Context: an optimization exercise on an open-source flow, tuned for small area, a short achievable clock period and few clock cycles per item. The choices shown serve that exercise and are no tape-out recipe. The RTL of this run was laid out without a check of its function. Power is estimated from default activity; no workload was simulated.

==> design.v <==
module fpmultiplier (output logic [31:0] product, output logic ready,
		input logic [31:0] a, input logic clock, nreset);
logic s_a, s_b, s_x1, s_x2, s_x3;
always_ff @(posedge clock, negedge nreset)
  if (~nreset) begin
    s_a <= 1'b0; s_b <= 1'b0; s_x1 <= 1'b0; s_x2 <= 1'b0; s_x3 <= 1'b0; ready <= 1'b0;
  end else begin
    s_a <= ~(s_a | s_b | s_x1 | s_x2 | s_x3);
    s_b <= s_a;
    s_x1 <= s_b;
    s_x2 <= s_x1;
    s_x3 <= s_x2;
    ready <= s_x3;
  end
logic [8:0] ra_se;
logic [22:0] ra_f;
always_ff @(posedge clock) begin
  ra_se <= a[31:23];
  if (s_a) ra_f <= a[22:0];
end
logic [22:0] rb;
logic rb_p;
always_ff @(posedge clock) begin
  rb <= s_b ? a[22:0] : {8'd0, rb[22:8]};
  rb_p <= ~s_b & rb[7];
end
logic [7:0] ea, eb;
logic za, zb, fa, fb, nana, nanb, infa, infb;
assign ea = ra_se[7:0];
assign eb = a[30:23];
assign za = (ea == 8'd0);
assign zb = (eb == 8'd0);
assign fa = (ea == 8'hff);
assign fb = (eb == 8'hff);
assign nana = fa & (ra_f != 23'd0);
assign nanb = fb & (a[22:0] != 23'd0);
assign infa = fa & (ra_f == 23'd0);
assign infb = fb & (a[22:0] == 23'd0);
logic sp_nan, sp_inf, sp_zero, special;
assign sp_nan = nana | nanb | ((infa | infb) & (za | zb));
assign sp_inf = (infa | infb) & ~sp_nan;
assign sp_zero = (za | zb) & ~fa & ~fb;
assign special = fa | fb | za | zb;
logic [8:0] esum;
assign esum = {1'b0, ea} + {1'b0, eb};
logic [7:0] r_e;
logic r_sign, r_nan, r_i0, r_i1, r_z0, r_z1;
always_ff @(posedge clock)
  if (s_b) begin
    r_e <= esum[7:0] + 8'd129;
    r_sign <= ra_se[8] ^ a[31];
    r_nan <= sp_nan;
    r_i0 <= sp_nan | sp_inf | (~special & (esum >= 9'd382));
    r_i1 <= sp_nan | sp_inf | (~special & (esum >= 9'd381));
    r_z0 <= sp_zero | (~special & (esum <= 9'd127));
    r_z1 <= sp_zero | (~special & (esum <= 9'd126));
  end
logic [8:0] bw;
assign bw = {rb[7:0], rb_p};
logic [24:0] ma, ma2;
assign ma = {2'b01, ra_f};
assign ma2 = {1'b1, ra_f, 1'b0};
logic [3:0] bone, btwo, bneg;
assign bone[0] = bw[1] ^ bw[0];
assign btwo[0] = (bw[2] & ~bw[1] & ~bw[0]) | (~bw[2] & bw[1] & bw[0]);
assign bneg[0] = bw[2];
assign bone[1] = bw[3] ^ bw[2];
assign btwo[1] = (bw[4] & ~bw[3] & ~bw[2]) | (~bw[4] & bw[3] & bw[2]);
assign bneg[1] = bw[4];
assign bone[2] = bw[5] ^ bw[4];
assign btwo[2] = (bw[6] & ~bw[5] & ~bw[4]) | (~bw[6] & bw[5] & bw[4]);
assign bneg[2] = bw[6];
assign bone[3] = bw[7] ^ bw[6];
assign btwo[3] = (bw[8] & ~bw[7] & ~bw[6]) | (~bw[8] & bw[7] & bw[6]);
assign bneg[3] = bw[8];
logic [24:0] pp0, pp1, pp2, pp3;
assign pp0 = (({25{bone[0]}} & ma) | ({25{btwo[0]}} & ma2)) ^ {25{bneg[0]}};
assign pp1 = (({25{bone[1]}} & ma) | ({25{btwo[1]}} & ma2)) ^ {25{bneg[1]}};
assign pp2 = (({25{bone[2]}} & ma) | ({25{btwo[2]}} & ma2)) ^ {25{bneg[2]}};
assign pp3 = (({25{bone[3]}} & ma) | ({25{btwo[3]}} & ma2)) ^ {25{bneg[3]}};
logic [25:0] acc;
logic [24:0] acc_in;
assign acc_in = s_x1 ? 25'd0 : acc[25:1];
logic [23:0] ma_last;
assign ma_last = s_x3 ? {1'b1, ra_f} : 24'd0;
logic ts1, tc1, ts2, tc2, ts3, tc3, ts4, tc4, ts5, tc5, ts6, tc6, ts7, tc7, ts8, tc8, ts9, tc9, ts10, tc10, ts11, tc11, ts12, tc12, ts13, tc13, ts14, tc14, ts15, tc15, ts16, tc16, ts17, tc17, ts18, tc18, ts19, tc19, ts20, tc20, ts21, tc21, ts22, tc22, ts23, tc23, ts24, tc24, ts25, tc25, ts26, tc26, ts27, tc27, ts28, tc28, ts29, tc29, ts30, tc30, ts31, tc31, ts32, tc32, ts33, tc33, ts34, tc34, ts35, tc35, ts36, tc36, ts37, tc37, ts38, tc38, ts39, tc39, ts40, tc40, ts41, tc41, ts42, tc42, ts43, tc43, ts44, tc44, ts45, tc45, ts46, tc46, ts47, tc47, ts48, tc48, ts49, tc49, ts50, tc50, ts51, tc51, ts52, tc52, ts53, tc53, ts54, tc54, ts55, tc55, ts56, tc56, ts57, tc57, ts58, tc58, ts59, tc59, ts60, tc60, ts61, tc61, ts62, tc62, ts63, tc63, ts64, tc64, ts65, tc65, ts66, tc66, ts67, tc67, ts68, tc68, ts69, tc69, ts70, tc70, ts71, tc71, ts72, tc72, ts73, tc73, ts74, tc74, ts75, tc75, ts76, tc76, ts77, tc77, ts78, tc78, ts79, tc79, ts80, tc80, ts81, tc81, ts82, tc82, ts83, tc83, ts84, tc84, ts85, tc85, ts86, tc86, ts87, tc87, ts88, tc88, ts89, tc89, ts90, tc90, ts91, tc91, ts92, tc92, ts93, tc93, ts94, tc94, ts95, tc95, ts96, tc96, ts97, tc97, ts98, tc98, ts99, tc99, ts100, tc100, ts101, tc101, ts102, tc102, ts103, tc103, ts104, tc104, ts105, tc105, ts106, tc106, ts107, tc107;
assign ts1 = acc_in[4] ^ pp0[4];
assign tc1 = acc_in[4] & pp0[4];
assign ts2 = acc_in[5] ^ pp0[5];
assign tc2 = acc_in[5] & pp0[5];
assign ts3 = acc_in[6] ^ pp0[6] ^ pp1[4];
assign tc3 = (acc_in[6] & pp0[6]) | (acc_in[6] & pp1[4]) | (pp0[6] & pp1[4]);
assign ts4 = pp2[2] ^ pp3[0];
assign tc4 = pp2[2] & pp3[0];
assign ts5 = acc_in[7] ^ pp0[7] ^ pp1[5];
assign tc5 = (acc_in[7] & pp0[7]) | (acc_in[7] & pp1[5]) | (pp0[7] & pp1[5]);
assign ts6 = pp2[3] ^ pp3[1] ^ ma_last[0];
assign tc6 = (pp2[3] & pp3[1]) | (pp2[3] & ma_last[0]) | (pp3[1] & ma_last[0]);
assign ts7 = acc_in[8] ^ pp0[8] ^ pp1[6];
assign tc7 = (acc_in[8] & pp0[8]) | (acc_in[8] & pp1[6]) | (pp0[8] & pp1[6]);
assign ts8 = pp2[4] ^ pp3[2] ^ ma_last[1];
assign tc8 = (pp2[4] & pp3[2]) | (pp2[4] & ma_last[1]) | (pp3[2] & ma_last[1]);
assign ts9 = acc_in[9] ^ pp0[9] ^ pp1[7];
assign tc9 = (acc_in[9] & pp0[9]) | (acc_in[9] & pp1[7]) | (pp0[9] & pp1[7]);
assign ts10 = pp2[5] ^ pp3[3] ^ ma_last[2];
assign tc10 = (pp2[5] & pp3[3]) | (pp2[5] & ma_last[2]) | (pp3[3] & ma_last[2]);
assign ts11 = acc_in[10] ^ pp0[10] ^ pp1[8];
assign tc11 = (acc_in[10] & pp0[10]) | (acc_in[10] & pp1[8]) | (pp0[10] & pp1[8]);
assign ts12 = pp2[6] ^ pp3[4] ^ ma_last[3];
assign tc12 = (pp2[6] & pp3[4]) | (pp2[6] & ma_last[3]) | (pp3[4] & ma_last[3]);
assign ts13 = acc_in[11] ^ pp0[11] ^ pp1[9];
assign tc13 = (acc_in[11] & pp0[11]) | (acc_in[11] & pp1[9]) | (pp0[11] & pp1[9]);
assign ts14 = pp2[7] ^ pp3[5] ^ ma_last[4];
assign tc14 = (pp2[7] & pp3[5]) | (pp2[7] & ma_last[4]) | (pp3[5] & ma_last[4]);
assign ts15 = acc_in[12] ^ pp0[12] ^ pp1[10];
assign tc15 = (acc_in[12] & pp0[12]) | (acc_in[12] & pp1[10]) | (pp0[12] & pp1[10]);
assign ts16 = pp2[8] ^ pp3[6] ^ ma_last[5];
assign tc16 = (pp2[8] & pp3[6]) | (pp2[8] & ma_last[5]) | (pp3[6] & ma_last[5]);
assign ts17 = acc_in[13] ^ pp0[13] ^ pp1[11];
assign tc17 = (acc_in[13] & pp0[13]) | (acc_in[13] & pp1[11]) | (pp0[13] & pp1[11]);
assign ts18 = pp2[9] ^ pp3[7] ^ ma_last[6];
assign tc18 = (pp2[9] & pp3[7]) | (pp2[9] & ma_last[6]) | (pp3[7] & ma_last[6]);
assign ts19 = acc_in[14] ^ pp0[14] ^ pp1[12];
assign tc19 = (acc_in[14] & pp0[14]) | (acc_in[14] & pp1[12]) | (pp0[14] & pp1[12]);
assign ts20 = pp2[10] ^ pp3[8] ^ ma_last[7];
assign tc20 = (pp2[10] & pp3[8]) | (pp2[10] & ma_last[7]) | (pp3[8] & ma_last[7]);
assign ts21 = acc_in[15] ^ pp0[15] ^ pp1[13];
assign tc21 = (acc_in[15] & pp0[15]) | (acc_in[15] & pp1[13]) | (pp0[15] & pp1[13]);
assign ts22 = pp2[11] ^ pp3[9] ^ ma_last[8];
assign tc22 = (pp2[11] & pp3[9]) | (pp2[11] & ma_last[8]) | (pp3[9] & ma_last[8]);
assign ts23 = acc_in[16] ^ pp0[16] ^ pp1[14];
assign tc23 = (acc_in[16] & pp0[16]) | (acc_in[16] & pp1[14]) | (pp0[16] & pp1[14]);
assign ts24 = pp2[12] ^ pp3[10] ^ ma_last[9];
assign tc24 = (pp2[12] & pp3[10]) | (pp2[12] & ma_last[9]) | (pp3[10] & ma_last[9]);
assign ts25 = acc_in[17] ^ pp0[17] ^ pp1[15];
assign tc25 = (acc_in[17] & pp0[17]) | (acc_in[17] & pp1[15]) | (pp0[17] & pp1[15]);
assign ts26 = pp2[13] ^ pp3[11] ^ ma_last[10];
assign tc26 = (pp2[13] & pp3[11]) | (pp2[13] & ma_last[10]) | (pp3[11] & ma_last[10]);
assign ts27 = acc_in[18] ^ pp0[18] ^ pp1[16];
assign tc27 = (acc_in[18] & pp0[18]) | (acc_in[18] & pp1[16]) | (pp0[18] & pp1[16]);
assign ts28 = pp2[14] ^ pp3[12] ^ ma_last[11];
assign tc28 = (pp2[14] & pp3[12]) | (pp2[14] & ma_last[11]) | (pp3[12] & ma_last[11]);
assign ts29 = acc_in[19] ^ pp0[19] ^ pp1[17];
assign tc29 = (acc_in[19] & pp0[19]) | (acc_in[19] & pp1[17]) | (pp0[19] & pp1[17]);
assign ts30 = pp2[15] ^ pp3[13] ^ ma_last[12];
assign tc30 = (pp2[15] & pp3[13]) | (pp2[15] & ma_last[12]) | (pp3[13] & ma_last[12]);
assign ts31 = acc_in[20] ^ pp0[20] ^ pp1[18];
assign tc31 = (acc_in[20] & pp0[20]) | (acc_in[20] & pp1[18]) | (pp0[20] & pp1[18]);
assign ts32 = pp2[16] ^ pp3[14] ^ ma_last[13];
assign tc32 = (pp2[16] & pp3[14]) | (pp2[16] & ma_last[13]) | (pp3[14] & ma_last[13]);
assign ts33 = acc_in[21] ^ pp0[21] ^ pp1[19];
assign tc33 = (acc_in[21] & pp0[21]) | (acc_in[21] & pp1[19]) | (pp0[21] & pp1[19]);
assign ts34 = pp2[17] ^ pp3[15] ^ ma_last[14];
assign tc34 = (pp2[17] & pp3[15]) | (pp2[17] & ma_last[14]) | (pp3[15] & ma_last[14]);
assign ts35 = acc_in[22] ^ pp0[22] ^ pp1[20];
assign tc35 = (acc_in[22] & pp0[22]) | (acc_in[22] & pp1[20]) | (pp0[22] & pp1[20]);
assign ts36 = pp2[18] ^ pp3[16] ^ ma_last[15];
assign tc36 = (pp2[18] & pp3[16]) | (pp2[18] & ma_last[15]) | (pp3[16] & ma_last[15]);
assign ts37 = acc_in[23] ^ pp0[23] ^ pp1[21];
assign tc37 = (acc_in[23] & pp0[23]) | (acc_in[23] & pp1[21]) | (pp0[23] & pp1[21]);
assign ts38 = pp2[19] ^ pp3[17] ^ ma_last[16];
assign tc38 = (pp2[19] & pp3[17]) | (pp2[19] & ma_last[16]) | (pp3[17] & ma_last[16]);
assign ts39 = acc_in[24] ^ pp0[24] ^ pp1[22];
assign tc39 = (acc_in[24] & pp0[24]) | (acc_in[24] & pp1[22]) | (pp0[24] & pp1[22]);
assign ts40 = pp2[20] ^ pp3[18] ^ ma_last[17];
assign tc40 = (pp2[20] & pp3[18]) | (pp2[20] & ma_last[17]) | (pp3[18] & ma_last[17]);
assign ts41 = ~acc_in[24] ^ ~bneg[0] ^ pp1[23];
assign tc41 = (~acc_in[24] & ~bneg[0]) | (~acc_in[24] & pp1[23]) | (~bneg[0] & pp1[23]);
assign ts42 = pp2[21] ^ pp3[19] ^ ma_last[18];
assign tc42 = (pp2[21] & pp3[19]) | (pp2[21] & ma_last[18]) | (pp3[19] & ma_last[18]);
assign ts43 = pp1[24] ^ pp2[22] ^ pp3[20];
assign tc43 = (pp1[24] & pp2[22]) | (pp1[24] & pp3[20]) | (pp2[22] & pp3[20]);
assign ts44 = ma_last[19] ^ 1'b1;
assign tc44 = ma_last[19] & 1'b1;
assign ts45 = ~bneg[1] ^ pp2[23] ^ pp3[21];
assign tc45 = (~bneg[1] & pp2[23]) | (~bneg[1] & pp3[21]) | (pp2[23] & pp3[21]);
assign ts46 = pp2[24] ^ pp3[22];
assign tc46 = pp2[24] & pp3[22];
assign ts47 = acc_in[2] ^ pp0[2];
assign tc47 = acc_in[2] & pp0[2];
assign ts48 = acc_in[3] ^ pp0[3];
assign tc48 = acc_in[3] & pp0[3];
assign ts49 = ts1 ^ pp1[2] ^ pp2[0];
assign tc49 = (ts1 & pp1[2]) | (ts1 & pp2[0]) | (pp1[2] & pp2[0]);
assign ts50 = ts2 ^ pp1[3] ^ pp2[1];
assign tc50 = (ts2 & pp1[3]) | (ts2 & pp2[1]) | (pp1[3] & pp2[1]);
assign ts51 = ts3 ^ ts4 ^ bneg[3];
assign tc51 = (ts3 & ts4) | (ts3 & bneg[3]) | (ts4 & bneg[3]);
assign ts52 = ts5 ^ ts6 ^ tc3;
assign tc52 = (ts5 & ts6) | (ts5 & tc3) | (ts6 & tc3);
assign ts53 = ts7 ^ ts8 ^ tc5;
assign tc53 = (ts7 & ts8) | (ts7 & tc5) | (ts8 & tc5);
assign ts54 = ts9 ^ ts10 ^ tc7;
assign tc54 = (ts9 & ts10) | (ts9 & tc7) | (ts10 & tc7);
assign ts55 = ts11 ^ ts12 ^ tc9;
assign tc55 = (ts11 & ts12) | (ts11 & tc9) | (ts12 & tc9);
assign ts56 = ts13 ^ ts14 ^ tc11;
assign tc56 = (ts13 & ts14) | (ts13 & tc11) | (ts14 & tc11);
assign ts57 = ts15 ^ ts16 ^ tc13;
assign tc57 = (ts15 & ts16) | (ts15 & tc13) | (ts16 & tc13);
assign ts58 = ts17 ^ ts18 ^ tc15;
assign tc58 = (ts17 & ts18) | (ts17 & tc15) | (ts18 & tc15);
assign ts59 = ts19 ^ ts20 ^ tc17;
assign tc59 = (ts19 & ts20) | (ts19 & tc17) | (ts20 & tc17);
assign ts60 = ts21 ^ ts22 ^ tc19;
assign tc60 = (ts21 & ts22) | (ts21 & tc19) | (ts22 & tc19);
assign ts61 = ts23 ^ ts24 ^ tc21;
assign tc61 = (ts23 & ts24) | (ts23 & tc21) | (ts24 & tc21);
assign ts62 = ts25 ^ ts26 ^ tc23;
assign tc62 = (ts25 & ts26) | (ts25 & tc23) | (ts26 & tc23);
assign ts63 = ts27 ^ ts28 ^ tc25;
assign tc63 = (ts27 & ts28) | (ts27 & tc25) | (ts28 & tc25);
assign ts64 = ts29 ^ ts30 ^ tc27;
assign tc64 = (ts29 & ts30) | (ts29 & tc27) | (ts30 & tc27);
assign ts65 = ts31 ^ ts32 ^ tc29;
assign tc65 = (ts31 & ts32) | (ts31 & tc29) | (ts32 & tc29);
assign ts66 = ts33 ^ ts34 ^ tc31;
assign tc66 = (ts33 & ts34) | (ts33 & tc31) | (ts34 & tc31);
assign ts67 = ts35 ^ ts36 ^ tc33;
assign tc67 = (ts35 & ts36) | (ts35 & tc33) | (ts36 & tc33);
assign ts68 = ts37 ^ ts38 ^ tc35;
assign tc68 = (ts37 & ts38) | (ts37 & tc35) | (ts38 & tc35);
assign ts69 = ts39 ^ ts40 ^ tc37;
assign tc69 = (ts39 & ts40) | (ts39 & tc37) | (ts40 & tc37);
assign ts70 = ts41 ^ ts42 ^ tc39;
assign tc70 = (ts41 & ts42) | (ts41 & tc39) | (ts42 & tc39);
assign ts71 = ts43 ^ ts44 ^ tc41;
assign tc71 = (ts43 & ts44) | (ts43 & tc41) | (ts44 & tc41);
assign ts72 = ts45 ^ ma_last[20] ^ tc43;
assign tc72 = (ts45 & ma_last[20]) | (ts45 & tc43) | (ma_last[20] & tc43);
assign ts73 = ts46 ^ ma_last[21] ^ 1'b1;
assign tc73 = (ts46 & ma_last[21]) | (ts46 & 1'b1) | (ma_last[21] & 1'b1);
assign ts74 = ~bneg[2] ^ pp3[23] ^ ma_last[22];
assign tc74 = (~bneg[2] & pp3[23]) | (~bneg[2] & ma_last[22]) | (pp3[23] & ma_last[22]);
assign ts75 = pp3[24] ^ ma_last[23];
assign tc75 = pp3[24] & ma_last[23];
assign ts76 = acc_in[0] ^ pp0[0];
assign tc76 = acc_in[0] & pp0[0];
assign ts77 = acc_in[1] ^ pp0[1];
assign tc77 = acc_in[1] & pp0[1];
assign ts78 = ts47 ^ pp1[0] ^ bneg[1];
assign tc78 = (ts47 & pp1[0]) | (ts47 & bneg[1]) | (pp1[0] & bneg[1]);
assign ts79 = ts48 ^ pp1[1] ^ tc47;
assign tc79 = (ts48 & pp1[1]) | (ts48 & tc47) | (pp1[1] & tc47);
assign ts80 = ts49 ^ bneg[2] ^ tc48;
assign tc80 = (ts49 & bneg[2]) | (ts49 & tc48) | (bneg[2] & tc48);
assign ts81 = ts50 ^ tc1 ^ tc49;
assign tc81 = (ts50 & tc1) | (ts50 & tc49) | (tc1 & tc49);
assign ts82 = ts51 ^ tc2 ^ tc50;
assign tc82 = (ts51 & tc2) | (ts51 & tc50) | (tc2 & tc50);
assign ts83 = ts52 ^ tc4 ^ tc51;
assign tc83 = (ts52 & tc4) | (ts52 & tc51) | (tc4 & tc51);
assign ts84 = ts53 ^ tc6 ^ tc52;
assign tc84 = (ts53 & tc6) | (ts53 & tc52) | (tc6 & tc52);
assign ts85 = ts54 ^ tc8 ^ tc53;
assign tc85 = (ts54 & tc8) | (ts54 & tc53) | (tc8 & tc53);
assign ts86 = ts55 ^ tc10 ^ tc54;
assign tc86 = (ts55 & tc10) | (ts55 & tc54) | (tc10 & tc54);
assign ts87 = ts56 ^ tc12 ^ tc55;
assign tc87 = (ts56 & tc12) | (ts56 & tc55) | (tc12 & tc55);
assign ts88 = ts57 ^ tc14 ^ tc56;
assign tc88 = (ts57 & tc14) | (ts57 & tc56) | (tc14 & tc56);
assign ts89 = ts58 ^ tc16 ^ tc57;
assign tc89 = (ts58 & tc16) | (ts58 & tc57) | (tc16 & tc57);
assign ts90 = ts59 ^ tc18 ^ tc58;
assign tc90 = (ts59 & tc18) | (ts59 & tc58) | (tc18 & tc58);
assign ts91 = ts60 ^ tc20 ^ tc59;
assign tc91 = (ts60 & tc20) | (ts60 & tc59) | (tc20 & tc59);
assign ts92 = ts61 ^ tc22 ^ tc60;
assign tc92 = (ts61 & tc22) | (ts61 & tc60) | (tc22 & tc60);
assign ts93 = ts62 ^ tc24 ^ tc61;
assign tc93 = (ts62 & tc24) | (ts62 & tc61) | (tc24 & tc61);
assign ts94 = ts63 ^ tc26 ^ tc62;
assign tc94 = (ts63 & tc26) | (ts63 & tc62) | (tc26 & tc62);
assign ts95 = ts64 ^ tc28 ^ tc63;
assign tc95 = (ts64 & tc28) | (ts64 & tc63) | (tc28 & tc63);
assign ts96 = ts65 ^ tc30 ^ tc64;
assign tc96 = (ts65 & tc30) | (ts65 & tc64) | (tc30 & tc64);
assign ts97 = ts66 ^ tc32 ^ tc65;
assign tc97 = (ts66 & tc32) | (ts66 & tc65) | (tc32 & tc65);
assign ts98 = ts67 ^ tc34 ^ tc66;
assign tc98 = (ts67 & tc34) | (ts67 & tc66) | (tc34 & tc66);
assign ts99 = ts68 ^ tc36 ^ tc67;
assign tc99 = (ts68 & tc36) | (ts68 & tc67) | (tc36 & tc67);
assign ts100 = ts69 ^ tc38 ^ tc68;
assign tc100 = (ts69 & tc38) | (ts69 & tc68) | (tc38 & tc68);
assign ts101 = ts70 ^ tc40 ^ tc69;
assign tc101 = (ts70 & tc40) | (ts70 & tc69) | (tc40 & tc69);
assign ts102 = ts71 ^ tc42 ^ tc70;
assign tc102 = (ts71 & tc42) | (ts71 & tc70) | (tc42 & tc70);
assign ts103 = ts72 ^ tc44 ^ tc71;
assign tc103 = (ts72 & tc44) | (ts72 & tc71) | (tc44 & tc71);
assign ts104 = ts73 ^ tc45 ^ tc72;
assign tc104 = (ts73 & tc45) | (ts73 & tc72) | (tc45 & tc72);
assign ts105 = ts74 ^ tc46 ^ tc73;
assign tc105 = (ts74 & tc46) | (ts74 & tc73) | (tc46 & tc73);
assign ts106 = ts75 ^ 1'b1 ^ tc74;
assign tc106 = (ts75 & 1'b1) | (ts75 & tc74) | (1'b1 & tc74);
assign ts107 = ~bneg[3] ^ tc75;
assign tc107 = ~bneg[3] & tc75;
logic [32:0] z;
assign z = {1'b1, ts107, ts106, ts105, ts104, ts103, ts102, ts101, ts100, ts99, ts98, ts97, ts96, ts95, ts94, ts93, ts92, ts91, ts90, ts89, ts88, ts87, ts86, ts85, ts84, ts83, ts82, ts81, ts80, ts79, ts78, ts77, ts76} + {tc107, tc106, tc105, tc104, tc103, tc102, tc101, tc100, tc99, tc98, tc97, tc96, tc95, tc94, tc93, tc92, tc91, tc90, tc89, tc88, tc87, tc86, tc85, tc84, tc83, tc82, tc81, tc80, tc79, tc78, tc77, tc76, bneg[0]};
always_ff @(posedge clock) acc <= z[32:7];
logic hi, zr, ir;
assign hi = acc[24];
assign zr = hi ? r_z1 : r_z0;
assign ir = hi ? r_i1 : r_i0;
logic [7:0] e1;
assign e1 = r_e + 8'd1;
logic [7:0] pe;
logic [22:0] pf;
assign pe = zr ? 8'd0 : ir ? 8'hff : (hi ? e1 : r_e);
assign pf = (zr | ir) ? {22'd0, r_nan} : (hi ? acc[23:1] : acc[22:0]);
assign product = {r_sign, pe, pf};
endmodule
==> run.sh <==
#!/bin/bash
# synth_recipe.tcl (not shown) runs the flow's synth.tcl, then flattens the netlist and writes it again
# the make line also repeats each setting of config.mk as NAME=value (left out here)
make -C /OpenROAD-flow-scripts/flow DESIGN_CONFIG=/design/flow/config.mk WORK_HOME=/design/flow/orfs CLKGATE_MAP_FILE= SYNTH_SCRIPT=/design/flow/synth_recipe.tcl finish
==> config.mk <==
export PLATFORM = sky130hd
export DESIGN_NAME = fpmultiplier
export DESIGN_NICKNAME = fpmultiplier
export VERILOG_FILES = /design/flow/design.v
export SDC_FILE = /design/flow/constraint.sdc
export NUM_CORES = 4
export LEC_CHECK = 0
export ABC_CLOCK_PERIOD_IN_PS = 4500
export CAP_MARGIN = 20
export CORE_MARGIN = 2
export CORE_UTILIZATION = 40
export PLACE_DENSITY = 0.6
export SETUP_SLACK_MARGIN = 4.5
export SLEW_MARGIN = 20
==> constraint.sdc <==
create_clock -name core_clock -period 9.0 [get_ports {clock}]
set_input_delay 1.8000 -clock core_clock [delete_from_list [all_inputs] [get_ports {clock}]]
set_output_delay 1.8000 -clock core_clock [all_outputs]
set_load 0.01 [all_outputs]
==> reports/results.txt <==
Outcome -> timing/DRC/antenna clean
GRT Total Usage -> 0.252
Ant. Diodes -> 0
Max cap viols -> 0
Post-route ant nets -> 0
Placer Congestion -> 0.859
PwrDens -> 107 nW/um2
Final worst path period share -> 0.547
Fin nets -> 1731
Initial antenna violation count -> 0
Avg Cell Area, Syn -> 8.07 um2
Row count -> 61
Placed inst area -> 12300 um2
Avg Vias per Cell -> 5.86
Total negative slack -> 0 ns
Vias in the first global route -> 10400
CTS tree -> done
DR WL/cell -> 20.3 um
Finished Cell Area -> 15200 um2
Sequential group share of total power -> 0.349
Sw Pwr -> 601 uW
Clk sinks -> 102
Yosys reg bits -> 102
Die area -> 29900 um2
H-tree depth -> 3
Number of buffers added on ports -> 66
Hold_ws -> 0.364 ns
Global-route wire length before repair -> 59.7 mm
Max_slew headroom -> 0.349
Hold Crit Class -> reg2reg
DRC -> 0
Int Pwr -> 1.03 mW
Netlist cell types -> 66
Largest net degree at the start of global routing -> 40
Initial Utilization -> 0.409
Clk pwr share -> 0.259
DRT Pass-1 Iters -> 8
P_leak -> 6.35 nW
Synth Warn # -> 1
CP max FO -> 8
Iter 0 DRT Violations -> 1392
Synthesized area -> 11400 um2
Share of cells above drive strength 1 -> 0.245
Slew Viols, Final -> 0
Worst skew pair latency -> 0.38 ns
Final-report setup violation count -> 0
Worst Setup Slack, final -> 4.08 ns
Clock-pin transition on the worst setup and hold timing paths -> 0.09 ns
Max Freq -> 203 MHz
Routed WL -> 39.2 mm
Via count -> 11300
Seq/Total Area, Yosys -> 0.214
Critical Path AT -> 5.23 ns
Critical path capture point type -> flip-flop
Worst slack at placement -> 2.74 ns
Worst-Margin Slew -> 0.976 ns
Minimum clock period -> 4.92 ns
Core Region -> 27900 um2
Skew final -> 0.0154 ns
Combinational share of power -> 0.392
Post-synth EDFFs -> 37
Final Hold Fails -> 0
Asr flop ratio synth -> 0.0588
Main synth FF type -> dfxtp_1
Worst Path Required -> 9.30 ns
Chip width -> 173 um
Detail Placement HPWL -> 24.1 mm
Hold-fix buffers, CTS -> 0
Root Driver -> clkbuf_16
Ports -> 67
Syn Nets -> 1599
RSZ-0062 raised after global routing -> true
Storage element area -> 2470 um2
Maximum clock path buffer count -> 2
Global route total overflow -> 0
CTS Buf Count -> 9
Critical path class -> reg2reg
# fillers -> 2506
Multi-input combinational cell area -> 8930 um2
Switching Share -> 0.368
Layout area overhead -> 33.2%
Syn Inst Count -> 1416
Max IR drop VDD -> 73.9 uV
Die Ht -> 173 um
Worst Setup Start Kind -> flip-flop
## sequential cells by signal, indices dropped and copies added, names as in the netlist, 8 cells and up
| register | cells |
|---|---|
| acc | 26 |
| ra_f | 23 |
| rb | 23 |
| ra_se | 9 |
| r_e | 8 |
## area by class of cell
cell class	instances	area share
Inverter	135	0.0344
Timing Repair Buffer	244	0.165
Clock buffer	9	0.0148
Clock inverter	7	0.00559
Sequential cell	102	0.163
Tap cell	378	0.0311
Multi-Input combinational cell	1056	0.587
## power groups by stage
stage                     registers [mW]  logic, mW  clock network, mW
after floorplan                    0.565      0.398                  0
after global placement             0.583      0.539                  0
after detailed placement           0.584      0.549                  0
after CTS                          0.572      0.609              0.427
after global routing               0.579      0.709              0.442
final                              0.570      0.640              0.423
## cells in the mapped netlist (all sizes together), types with 2 or more instances
cell type  instances  share of area
a211oi            13         0.0085
a21o              21          0.014
a21oi             89          0.039
a221o              2         0.0018
a221oi            49          0.038
a22oi             33          0.022
a31oi              5         0.0027
and2              26          0.014
and3               5         0.0033
and4               2         0.0016
buf               19         0.0067
clkbuf           109          0.036
dfrtp              6          0.013
dfxtp             59           0.10
edfxtp            37          0.097
fa                94           0.16
ha                55          0.060
inv              134          0.044
maj3              17          0.015
mux2              17          0.017
mux2i             25          0.022
nand2             92          0.030
nand2b             6         0.0033
nand3             10         0.0044
nand4             11         0.0060
nor2             182          0.060
nor2b             36          0.020
nor3              12         0.0053
nor4              17         0.0093
o21a               8         0.0054
o21ai             83          0.036
o21bai             2         0.0013
o221ai             2         0.0015
o22ai             48          0.026
o311a             10         0.0088
o31a               2         0.0015
o31ai              5         0.0037
or2                7         0.0038
or3                2         0.0011
xnor2             31          0.024
xor2              20          0.015
## path summary, 6_finish.rpt
check	start	endpoint	slack, ns	depth (start not counted)
setup / recovery	rb[5]$_DFF_P_	acc[22]$_DFF_P_	4.08	20
hold / removal	s_b$_DFF_PN0_	s_x1$_DFF_PN0_	0.36	0
setup reg to reg	rb[5]$_DFF_P_	acc[22]$_DFF_P_	4.08	20
hold reg to reg	s_b$_DFF_PN0_	s_x1$_DFF_PN0_	0.36	0
max in group asynchronous	nreset	s_x1$_DFF_PN0_	7.08	1
min in group asynchronous	nreset	s_a$_DFF_PN0_	1.67	1
## placed cells by master (no fill, tap or decap), types with 15 or more instances in the layout
| master | n |
|---|---|
| a21o_1 | 18 |
| a21oi_1 | 73 |
| a21oi_2 | 15 |
| a221oi_1 | 30 |
| a22oi_1 | 27 |
| and2_1 | 18 |
| buf_12 | 15 |
| buf_4 | 129 |
| buf_6 | 20 |
| clkdlybuf4s50_1 | 66 |
| dfxtp_1 | 50 |
| edfxtp_1 | 37 |
| fa_1 | 92 |
| ha_1 | 38 |
| inv_1 | 124 |
| maj3_1 | 16 |
| mux2_2 | 17 |
| mux2i_1 | 24 |
| nand2_1 | 82 |
| nor2_1 | 172 |
| nor2b_1 | 35 |
| nor4_1 | 15 |
| o21ai_0 | 68 |
| o22ai_1 | 35 |
| xnor2_1 | 31 |
| xor2_1 | 16 |
## stage by stage
step                      power (mW)   util  instances
after global placement          1.12  0.442       1745
final                           1.63  0.545       1931
after CTS                       1.61  0.519       1886
after global routing            1.73  0.545       1931
after floorplan                0.963      -       1416
after detailed placement        1.13  0.442       1745
## critical path, stage by stage (launching register included)
cell        delay [ns]
dfxtp_4           0.46
clkinvlp_4        0.21
buf_6             0.17
nor2_4            0.15
nand2_1           0.07
o21ai_1           0.09
a21oi_2           0.08
fa_1              0.57
inv_2             0.06
fa_1              0.48
inv_1             0.05
fa_1              0.48
ha_4              0.27
a21o_1            0.19
a21o_1            0.18
a21o_1            0.24
a2bb2oi_2         0.19
o31ai_4           0.10
a311o_2           0.45
a31oi_1           0.22
xnor2_1           0.13
## logic make-up after synthesis
logic type,share of synthesized area
fa+ha+maj,0.240
flops,0.214
xor+xnor,0.0391
compound gates,0.217
simple gates,0.165
mux,0.0386
buf+inv,0.0869
## routing by layer
layer / up-vias / part of all wire / track usage
met4: 0 / 0.040 / 0.0886
met1: 5367 / 0.41 / 0.342
met5: - / 0 / 0
li1: 5167 / - / -
met2: 656 / 0.46 / 0.403
met3: 130 / 0.091 / 0.0455
## what timing repair did
| item | 4_1_cts | 5_1_grt |
|---|---|---|
| hold endpoints to repair | 0 | 0 |
| setup buffers | 113 | 42 |
| pin swaps | 49 | 57 |
| cloned | 12 | 3 |
| setup endpoints to repair | 49 | 26 |
| resized for setup | 142 | 76 |

## port drivers added, routing unchanged
In the flow no input, the clock included, has a driving cell. The finished layout below was timed again as built, in two steps. Step 1 (the two cells are an assumption about what drives the block):
set clk [get_ports {clock}]
set_driving_cell -lib_cell sky130_fd_sc_hd__clkbuf_16 $clk
set_driving_cell -lib_cell sky130_fd_sc_hd__buf_2 [delete_from_list [all_inputs] $clk]
Step 2 moves the port delays by t, midway between the first and last clock arrival at a register: inputs arrive t later, outputs are due t later. That takes back most of the time a late clock gives input paths. Slacks: ideal / step 1 / step 2; pairs: ideal / step 1.
shift t [ns]: 0.417
setup slack, ns: 4.075 / 4.075 / 4.075
worst setup path at the end: register to register
clock arrival spread, ns: 0.015 / 0.016
pins driven straight from the clock port: 1
After both steps setup and hold are still met in this run. For this run, drivers alone change the setup slack by 0.000 ns; drivers and shift together by 0.000 ns.
